Context: an optimization exercise on an open-source flow, tuned for small area. The choices shown serve that exercise and are no tape-out recipe. At most, simulation tests tie the RTL to the original design; equivalence was not proved.

==> job 2584 <==
// pit
module pit #(
    parameter integer C_S_AXI_ADDR_WIDTH = 4
)
(
    input wire                              s_axi_aclk,
    input wire                              s_axi_aresetn,
    input wire                              s_axi_awvalid,
    output wire                             s_axi_awready,
    input wire [C_S_AXI_ADDR_WIDTH-1:0]     s_axi_awaddr,
    input wire [2:0]                        s_axi_awprot,
    input wire                              s_axi_wvalid,
    output wire                             s_axi_wready,
    input wire [31:0]                       s_axi_wdata,
    input wire [3:0]                        s_axi_wstrb,
    output wire                             s_axi_bvalid,
    input wire                              s_axi_bready,
    output wire [1:0]                       s_axi_bresp,
    input wire                              s_axi_arvalid,
    output wire                             s_axi_arready,
    input wire [C_S_AXI_ADDR_WIDTH-1:0]     s_axi_araddr,
    input wire [2:0]                        s_axi_arprot,
    output wire [31:0]                      s_axi_rdata,
    output wire [1:0]                       s_axi_rresp,
    output wire                             s_axi_rvalid,
    input wire                              s_axi_rready,
    output wire                             irq
);
==> module pit_sv, before the edit <==
module pit_sv #(
    parameter integer C_S_AXI_ADDR_WIDTH = 4
)
(
    input logic                             s_axi_aclk,
    input logic                             s_axi_aresetn,
    input logic                             s_axi_awvalid,
    output logic                            s_axi_awready,
    input logic [C_S_AXI_ADDR_WIDTH-1:0]    s_axi_awaddr,
    input logic [2:0]                       s_axi_awprot,
    input logic                             s_axi_wvalid,
    output logic                            s_axi_wready,
    input logic [31:0]                      s_axi_wdata,
    input logic [3:0]                       s_axi_wstrb,
    output logic                            s_axi_bvalid,
    input logic                             s_axi_bready,
    output logic [1:0]                      s_axi_bresp,
    input logic                             s_axi_arvalid,
    output logic                            s_axi_arready,
    input logic [C_S_AXI_ADDR_WIDTH-1:0]    s_axi_araddr,
    input logic [2:0]                       s_axi_arprot,
    output logic [31:0]                     s_axi_rdata,
    output logic [1:0]                      s_axi_rresp,
    output logic                            s_axi_rvalid,
    input logic                             s_axi_rready,
    output logic                            irq
);
logic rst;
logic w_hs, w_resp, r_hs, r_resp;
logic ctrl_z, dly_z, cnt_z;           
logic [31:0] ctrl, dly;
assign rst = !s_axi_aresetn;
assign s_axi_awready = w_hs;
assign s_axi_wready  = w_hs;
assign s_axi_bvalid  = w_resp;
assign s_axi_arready = r_hs;
assign s_axi_rvalid  = r_resp;
assign s_axi_bresp = 2'b00;
assign s_axi_rresp = 2'b00;
wire w_ctrl = w_hs && (s_axi_awaddr == 4'h0);
wire w_dly  = w_hs && (s_axi_awaddr != 4'h0);
wire w_cnt  = w_hs && (s_axi_awaddr == 4'h4);
wire en0 = ctrl[0] && !ctrl_z;
wire en1 = ctrl[1] && !ctrl_z;
always_ff @(posedge s_axi_aclk) begin
    if (rst) begin
        w_hs <= 1'b0; w_resp <= 1'b0;
        r_hs <= 1'b0; r_resp <= 1'b0;
    end else begin
        w_hs   <= !w_hs && !w_resp && s_axi_awvalid && s_axi_wvalid;
        w_resp <= w_hs || (w_resp && !s_axi_bready);
        r_hs   <= !r_hs && !r_resp && s_axi_arvalid;
        r_resp <= r_hs || (r_resp && !s_axi_rready);
    end
end
always_ff @(posedge s_axi_aclk) begin
    if (w_ctrl) ctrl <= s_axi_wdata;
    if (w_dly)  dly  <= s_axi_wdata;
end
always_ff @(posedge s_axi_aclk) begin
    if (rst) begin
        ctrl_z <= 1'b1; dly_z <= 1'b1; cnt_z <= 1'b1;
    end else begin
        if (w_ctrl) ctrl_z <= 1'b0;
        if (w_dly)  dly_z  <= 1'b0;
        if (w_cnt || en0) cnt_z <= 1'b0;
    end
end
logic [31:0] rdata_n;
wire rd_c = !r_resp && (s_axi_araddr == 4'h0) && !ctrl_z;
wire rd_d = !r_resp && (s_axi_araddr != 4'h0) && !dly_z;
assign s_axi_rdata = ~rdata_n;
always_ff @(posedge s_axi_aclk)
    rdata_n <= ~(({32{rd_c}} & ctrl) | ({32{rd_d}} & dly) | ({32{r_resp}} & s_axi_rdata));
logic [31:0] cnt_n;
wire zero = cnt_z || (cnt_n == 32'hFFFF_FFFE);
wire ld_w = w_cnt;                                
wire ld_r = !w_cnt && en0 && zero && !dly_z;      
wire dec  = !w_cnt && !(en0 && zero);             
wire [32:0] brw;                                  
assign brw[0] = !w_cnt && en0 && !zero;
genvar i;
generate for (i = 0; i < 32; i = i + 1) begin : g_cnt
    assign brw[i+1] = brw[i] && cnt_n[i];
end endgenerate
wire ld = w_cnt || (en0 && zero);
logic [31:0] cnt_nx;
always_comb
    for (int j = 0; j < 32; j++)
        cnt_nx[j] = brw[j] ? !cnt_n[j] : (ld ? !((ld_w && s_axi_wdata[j]) || (ld_r && dly[j])) : cnt_n[j]);
always_ff @(posedge s_axi_aclk)
    cnt_n <= cnt_nx;
always_ff @(posedge s_axi_aclk) begin
    if (rst) irq <= 1'b0;
    else if (!w_cnt && en0) begin
        if (zero) irq <= irq || en1;
        else irq <= 1'b0;
    end
end
endmodule
Settings: LEC_CHECK=0, CAP_MARGIN=20, CORE_MARGIN=2, CORE_UTILIZATION=40, SLEW_MARGIN=20; clock period 10.0 ns.
standard.sh (not shown) runs the stock make flow with config.mk's settings and CLKGATE_MAP_FILE= SYNTH_SCRIPT=/design/flow/synth_recipe.tcl, a recipe that flattens the netlist after the stock synthesis.
==> flow/flow/run.sh <==
#!/bin/bash
set -o pipefail
export BUFFER_PORTS_ARGS="-buffer_cell sky130_fd_sc_hd__buf_1"
export CTS_ARGS="-sink_clustering_enable -repair_clock_nets -dont_use_dummy_load -buf_list {sky130_fd_sc_hd__clkbuf_4 sky130_fd_sc_hd__clkbuf_8}"
bash standard.sh > standard.log 2>&1
==> job 1809 (differences from job 2584) <==
--- a/flow/design.v
+++ b/flow/design.v
@@ -30,5 +30,5 @@
 logic w_hs, w_resp, r_hs, r_resp;
 logic ctrl_z, dly_z, cnt_z;           
-logic [31:0] ctrl, dly;
+logic [31:0] ctrl, dly, cnt;
 assign rst = !s_axi_aresetn;
 assign s_axi_awready = w_hs;
@@ -44,4 +44,5 @@
 wire en0 = ctrl[0] && !ctrl_z;
 wire en1 = ctrl[1] && !ctrl_z;
+wire zero = cnt_z || (cnt == 32'd1);
 always_ff @(posedge s_axi_aclk) begin
     if (rst) begin
@@ -68,28 +69,13 @@
     end
 end
-logic [31:0] rdata_n;
-wire rd_c = !r_resp && (s_axi_araddr == 4'h0) && !ctrl_z;
-wire rd_d = !r_resp && (s_axi_araddr != 4'h0) && !dly_z;
-assign s_axi_rdata = ~rdata_n;
-always_ff @(posedge s_axi_aclk)
-    rdata_n <= ~(({32{rd_c}} & ctrl) | ({32{rd_d}} & dly) | ({32{r_resp}} & s_axi_rdata));
-logic [31:0] cnt_n;
-wire zero = cnt_z || (cnt_n == 32'hFFFF_FFFE);
-wire ld_w = w_cnt;                                
-wire ld_r = !w_cnt && en0 && zero && !dly_z;      
-wire dec  = !w_cnt && !(en0 && zero);             
-wire [32:0] brw;                                  
-assign brw[0] = !w_cnt && en0 && !zero;
-genvar i;
-generate for (i = 0; i < 32; i = i + 1) begin : g_cnt
-    assign brw[i+1] = brw[i] && cnt_n[i];
-end endgenerate
-wire ld = w_cnt || (en0 && zero);
-logic [31:0] cnt_nx;
-always_comb
-    for (int j = 0; j < 32; j++)
-        cnt_nx[j] = brw[j] ? !cnt_n[j] : (ld ? !((ld_w && s_axi_wdata[j]) || (ld_r && dly[j])) : cnt_n[j]);
-always_ff @(posedge s_axi_aclk)
-    cnt_n <= cnt_nx;
+always_ff @(posedge s_axi_aclk) begin
+    if (!r_resp)
+        s_axi_rdata <= (s_axi_araddr == 4'h0) ? (ctrl_z ? 32'd0 : ctrl)
+                                              : (dly_z  ? 32'd0 : dly);
+end
+always_ff @(posedge s_axi_aclk) begin
+    if (w_cnt) cnt <= s_axi_wdata;
+    else if (en0) cnt <= zero ? (dly_z ? 32'd0 : dly) : cnt - 32'd1;
+end
 always_ff @(posedge s_axi_aclk) begin
     if (rst) irq <= 1'b0;
==> flow/run.sh (new file) <==
#!/bin/bash
# synth_recipe.tcl (not shown) runs the flow's synth.tcl, then flattens the netlist and writes it again
# the make line also repeats each setting of config.mk as NAME=value (left out here)
make -C /OpenROAD-flow-scripts/flow DESIGN_CONFIG=/design/flow/config.mk WORK_HOME=/design/flow/orfs CLKGATE_MAP_FILE= SYNTH_SCRIPT=/design/flow/synth_recipe.tcl finish
removed: flow/flow/run.sh
removed: flow/standard.sh
==> job 7496 (differences from job 2584) <==
--- a/flow/design.v
+++ b/flow/design.v
@@ -82,14 +82,15 @@
 assign brw[0] = !w_cnt && en0 && !zero;
 genvar i;
-generate for (i = 0; i < 32; i = i + 1) begin : g_cnt
+generate for (i = 0; i < 32; i = i + 4) begin : g_cnt
+    wire p1 = cnt_n[i] && cnt_n[i+1];
+    wire p2 = p1 && cnt_n[i+2];
+    wire p3 = p2 && cnt_n[i+3];
     assign brw[i+1] = brw[i] && cnt_n[i];
+    assign brw[i+2] = brw[i] && p1;
+    assign brw[i+3] = brw[i] && p2;
+    assign brw[i+4] = brw[i] && p3;
 end endgenerate
-wire ld = w_cnt || (en0 && zero);
-logic [31:0] cnt_nx;
-always_comb
-    for (int j = 0; j < 32; j++)
-        cnt_nx[j] = brw[j] ? !cnt_n[j] : (ld ? !((ld_w && s_axi_wdata[j]) || (ld_r && dly[j])) : cnt_n[j]);
 always_ff @(posedge s_axi_aclk)
-    cnt_n <= cnt_nx;
+    cnt_n <= ~(({32{ld_w}} & s_axi_wdata) | ({32{ld_r}} & dly) | ({32{dec}} & ~(cnt_n | brw[31:0])) | brw[32:1]);
 always_ff @(posedge s_axi_aclk) begin
     if (rst) irq <= 1'b0;
==> flow/flow/run.sh (replaced) <==
#!/bin/bash
# Layout flow: the standard flow (standard.sh) with three changes.
# - Synthesis is the standard synthesis script, except that ABC maps the
#   combinational logic with the area-oriented script flow/abc_area.script
#   and half adders are not extracted (ADDER_MAP_FILE empty). Registers are
#   mapped exactly as in the standard synthesis (ABC does not touch them).
# - Ports are buffered with the smallest buffer, sky130_fd_sc_hd__buf_1.
# - The clock tree uses clkbuf_4 and no dummy loads.
set -euo pipefail
HERE=$(pwd)
cat > my_synth.tcl <<EOT
proc abc {args} {
  set i [lsearch \$args -script]
  if {\$i >= 0} { lset args [expr {\$i + 1}] $HERE/flow/abc_area.script }
  yosys abc {*}\$args
}
source $HERE/synth_recipe.tcl
EOT
bash standard.sh SYNTH_SCRIPT=$HERE/my_synth.tcl ADDER_MAP_FILE= synth > synth.log 2>&1
export BUFFER_PORTS_ARGS="-buffer_cell sky130_fd_sc_hd__buf_1"
export CTS_ARGS="-sink_clustering_enable -repair_clock_nets -dont_use_dummy_load -buf_list {sky130_fd_sc_hd__clkbuf_4}"
bash standard.sh > standard.log 2>&1
==> flow/flow/abc_area.script (new file) <==
strash
dch
amap
==> flow_metrics.env <==
export IMPL_dieWidth_um=115
export IMPL_grt_met1_usage_pct=23.1
export IMPL_p_per_area_mw_per_mm2=168
export IMPL_wl_um=11000
export IMPL_r2r_start="pit_sv_inst.cnt_n[25]"
export IMPL_outcome="no timing/DRC/antenna violations"
export IMPL_routedWlPerCell_um=17.1
export IMPL_synth_adder_area_share_pct=0
export IMPL_p_int_uw=720
export IMPL_core_area_mm2=0.0120
export IMPL_dp_slack_ps=3800
export IMPL_grt_max_degree=36
export IMPL_seq_power_uw=628
-- figures above: job 7496

==> flow_metrics.env <==
export IMPL_dieWidth_um=121
export IMPL_dp_slack_ps=5400
export IMPL_grt_max_degree=37
export IMPL_outcome="no timing/DRC/antenna violations"
export IMPL_synth_adder_area_share_pct=0
export IMPL_routedWlPerCell_um=17.9
export IMPL_core_area_mm2=0.0132
-- figures above: job 2584

==> flow_metrics.env <==
export IMPL_wl_um=13500
export IMPL_p_int_uw=1120
export IMPL_r2r_start="pit_sv_inst.cnt[10]"
export IMPL_routedWlPerCell_um=17.7
export IMPL_outcome="no timing/DRC/antenna violations"
export IMPL_core_area_mm2=0.0146
export IMPL_p_per_area_mw_per_mm2=181
export IMPL_dieWidth_um=127
-- figures above: job 1809

Only the layout flow was run in job 2584 and job 7496; the RTL was not checked for function there.

separate check: timing with driven ports:
Ports are ideal in the flow. The routed layouts listed here were re-timed in OpenROAD. Step 1: set_driving_cell puts a clkbuf_16 on s_axi_aclk and a buf_2 on each other input, an assumption about the parent block. Step 2 times the ports against the registers' clock, not the clock port: input delays grow and output delays shrink by t, the midpoint of the rising clock arrivals with the driver on. Slacks: ideal / step 1 / step 2; pairs: ideal / step 1.
run	t (ns)	slack for setup (ns)	slew at the worst register clock pin (ns)	cell pins on the clock port's net
job 2584	0.456	5.879 / 5.889 / 5.433	0.08 / 0.08	1
job 1809	0.459	5.914 / 5.934 / 5.475	0.06 / 0.06	1
job 7496	0.519	4.307 / 4.315 / 3.796	0.11 / 0.11	1
After both steps every run listed still meets setup and hold. For job 7496, which loses most, drivers alone change the setup slack by +0.008 ns; drivers and shift together by -0.511 ns.
